This is an optimization exercise on Yosys and OpenROAD, whose aim is small area and a short achievable clock period, not a production implementation. The RTL was checked by simulation tests, not by an equivalence proof against the original design.

==> trial 93: inputs <==
Design pipelined_cpu, start of the top module:
module pipelined_cpu(
    input  logic clk, reset,
    output logic [63:0] imem_addr,
    input  logic [31:0] imem_data,
    output logic [63:0] dmem_addr, dmem_wdata,
    output logic dmem_we, dmem_re,
    input  logic [63:0] dmem_rdata
    );
Settings: LEC_CHECK=0, CAP_MARGIN=0, CELL_PAD_IN_SITES_DETAIL_PLACEMENT=1, CELL_PAD_IN_SITES_GLOBAL_PLACEMENT=1, CORE_MARGIN=2, CORE_UTILIZATION=50, CTS_CLUSTER_DIAMETER=60, CTS_CLUSTER_SIZE=30, SLEW_MARGIN=0, SYNTH_HIERARCHICAL=1, BUFFER_PORTS_ARGS=-buffer_cell sky130_fd_sc_hd__buf_2; clock period 60.0 ns.
standard.sh (not shown) runs the stock make flow with config.mk's settings and CLKGATE_MAP_FILE= SYNTH_SCRIPT=/design/flow/synth_recipe.tcl, a recipe that flattens the netlist after the stock synthesis.
==> flow/flow/run.sh <==
#!/bin/bash
# Standard ORFS layout, with the port buffers made from sky130_fd_sc_hd__buf_2
# instead of the default delay buffer.
set -e
echo 'export BUFFER_PORTS_ARGS = -buffer_cell sky130_fd_sc_hd__buf_2' >> config.mk
bash standard.sh > standard.log 2>&1
==> trial 62 (differences from trial 93) <==
--- a/flow/design.v
+++ b/flow/design.v
@@ -155,12 +155,11 @@
     end
     logic x_taken;
     assign x_taken = (x_cbz & cbz_zero) | x_branch | (x_cond & bcond);
     logic [63:0] pc_plus4, x_target;
     assign pc_plus4 = {bk_add64({pc[63:2], 2'b00}, 64'd4, 1'b0)} | {62'd0, pc[1:0]};
-    bk_cells #(62, 6) u_tgt (.a(f_pc[63:2]), .b(x_boff[63:2]), .cin(1'b0), .s(x_target[63:2]));
-    assign x_target[1:0] = f_pc[1:0];
+    assign x_target = {bk_add64({f_pc[63:2], 2'b00}, x_boff, 1'b0)} | {62'd0, f_pc[1:0]};
     logic [63:0] opa, opb, add2, res, alu;
     logic fa_m, fa_w, fb_m, fb_w;
     assign fa_m = m_rw && m_rd == x_rn && m_rd != 5'd31;
     assign fa_w = w_rw && w_rd == x_rn && w_rd != 5'd31;
     assign fb_m = m_rw && m_rd == x_ab && m_rd != 5'd31 && !x_mw;
@@ -178,11 +177,11 @@
         rf_aoi222 ua (.a0(m_alu[b]), .s0(sa_m), .a1(w_data[b]), .s1(sa_w), .a2(x_da[b]), .s2(sa_r), .y(opa_n[b]));
         rf_aoi222 ub (.a0(m_alu[b]), .s0(sb_m), .a1(w_data[b]), .s1(sb_w), .a2(x_db[b]), .s2(sb_r), .y(opb_n[b]));
     end
     assign opa = ~opa_n;
     assign opb = ~opb_n | (x_imm & {64{sb_i}});
-    bk_cells #(64, 6) u_alu (.a(opa), .b(opb ^ {64{x_aluop[0]}}), .cin(x_aluop[0]), .s(res));
+    assign res = bk_add64(opa, opb ^ {64{x_aluop[0]}}, x_aluop[0]);
     assign alu = res;
     logic [63:0] pc_n;
     logic s_br, s_tk, s_inc;
     logic [2:0] psel;
     rst_gate #(3) g_pc (.rst(reset), .d({x_br, ~x_br & x_taken, ~x_br & ~x_taken}), .q(psel));
@@ -277,62 +276,5 @@
     input  logic [N-1:0] d,
     output logic [N-1:0] q
     );
     assign q = d;
 endmodule
-module bk_cells #(parameter W = 64, parameter L = 6) (
-    input  logic [W-1:0] a, b,
-    input  logic cin,
-    output logic [W-1:0] s
-    );
-    logic [W-1:0] p0, g0;
-    logic [W-1:0] gg [0:2*L];
-    logic [W-1:0] pp [0:L];
-    for (genvar j = 0; j < W; j++) begin : hb
-        c_ha u (.a(a[j]), .b(b[j]), .s(p0[j]), .c(g0[j]));
-    end
-    c_a21o u_cin (.a1(p0[0]), .a2(cin), .b1(g0[0]), .y(gg[0][0]));
-    assign gg[0][W-1:1] = g0[W-1:1];
-    assign pp[0] = p0;
-    for (genvar i = 1; i <= L; i++) begin : up
-        for (genvar j = 0; j < W; j++) begin : col
-            if ((j % (2**i)) == (2**i - 1)) begin : node
-                c_a21o ug (.a1(pp[i-1][j]), .a2(gg[i-1][j - 2**(i-1)]), .b1(gg[i-1][j]), .y(gg[i][j]));
-                if (i < L) begin : pn
-                    c_and2 up (.a(pp[i-1][j]), .b(pp[i-1][j - 2**(i-1)]), .y(pp[i][j]));
-                end else begin : pz
-                    assign pp[i][j] = 1'b0;
-                end
-            end else begin : thru
-                assign gg[i][j] = gg[i-1][j];
-                assign pp[i][j] = pp[i-1][j];
-            end
-        end
-    end
-    for (genvar k = 0; k < L; k++) begin : dn
-        localparam int I = L - k;
-        for (genvar j = 0; j < W; j++) begin : col
-            if ((j % (2**I)) == (2**(I-1) - 1) && j >= (2**I + 2**(I-1) - 1)) begin : node
-                c_a21o ug (.a1(pp[L][j]), .a2(gg[L+k][j - 2**(I-1)]), .b1(gg[L+k][j]), .y(gg[L+k+1][j]));
-            end else begin : thru
-                assign gg[L+k+1][j] = gg[L+k][j];
-            end
-        end
-    end
-    assign s[0] = p0[0] ^ cin;
-    for (genvar j = 1; j < W; j++) begin : sb
-        c_xor2 u (.a(p0[j]), .b(gg[2*L][j-1]), .y(s[j]));
-    end
-endmodule
-module c_ha(input logic a, b, output logic s, c);
-    assign s = a ^ b;
-    assign c = a & b;
-endmodule
-module c_a21o(input logic a1, a2, b1, output logic y);
-    assign y = (a1 & a2) | b1;
-endmodule
-module c_and2(input logic a, b, output logic y);
-    assign y = a & b;
-endmodule
-module c_xor2(input logic a, b, output logic y);
-    assign y = a ^ b;
-endmodule
CTS_BUF_LIST = sky130_fd_sc_hd__clkbuf_4 sky130_fd_sc_hd__clkbuf_8 sky130_fd_sc_hd__clkbuf_16   (was default)
CTS_CLUSTER_DIAMETER = default   (was 60)
CTS_CLUSTER_SIZE = default   (was 30)
==> summary of the runs <==
Against trial 62, the cell count of trial 93 is lower by about 0.4%.
Worst setup slack: trial 62 is better than trial 93 (0.054 ns).
Routed wire length: trial 62 is smaller than trial 93 (2.3%).
Between trial 93 and trial 62, the lower hold slack is in trial 62 (gap 0.0053 ns).
Critical path depth is the same in trial 62 and trial 93.
Against trial 93, the non-clock buffer count of trial 62 is lower by 17.
Against trial 62, the clock-buffer cell count of trial 93 is lower by 184.
Of trial 93 and trial 62, trial 93 has the higher sequential share of layout area (gap 1.2 points).

-- static timing again, ports no longer ideal --
In the flow no input, the clock included, has a driving cell. The finished layouts below were timed again as built, in two steps. Step 1 (the two cells are an assumption about what drives the block):
set clk [get_ports {clk}]
set_driving_cell -lib_cell sky130_fd_sc_hd__clkbuf_16 $clk
set_driving_cell -lib_cell sky130_fd_sc_hd__buf_2 [delete_from_list [all_inputs] $clk]
Step 2 moves the port delays by t, midway between the first and last clock arrival at a register: inputs arrive t later, outputs are due t later. That takes back most of the time a late clock gives input paths. a / b / c = ideal / step 1 / step 2; a / b = the first two.
run	t (ns)	slack for setup (ns)	worst register clock-pin slew, ns
trial 93	0.976	46.288 / 46.187 / 45.888	0.10 / 0.10
trial 62	1.026	46.343 / 46.246 / 45.960	0.07 / 0.07
After both steps setup and hold are still met in every run listed. The setup slack of trial 93, which loses most, moves by -0.101 ns with the drivers and by -0.400 ns with both steps.
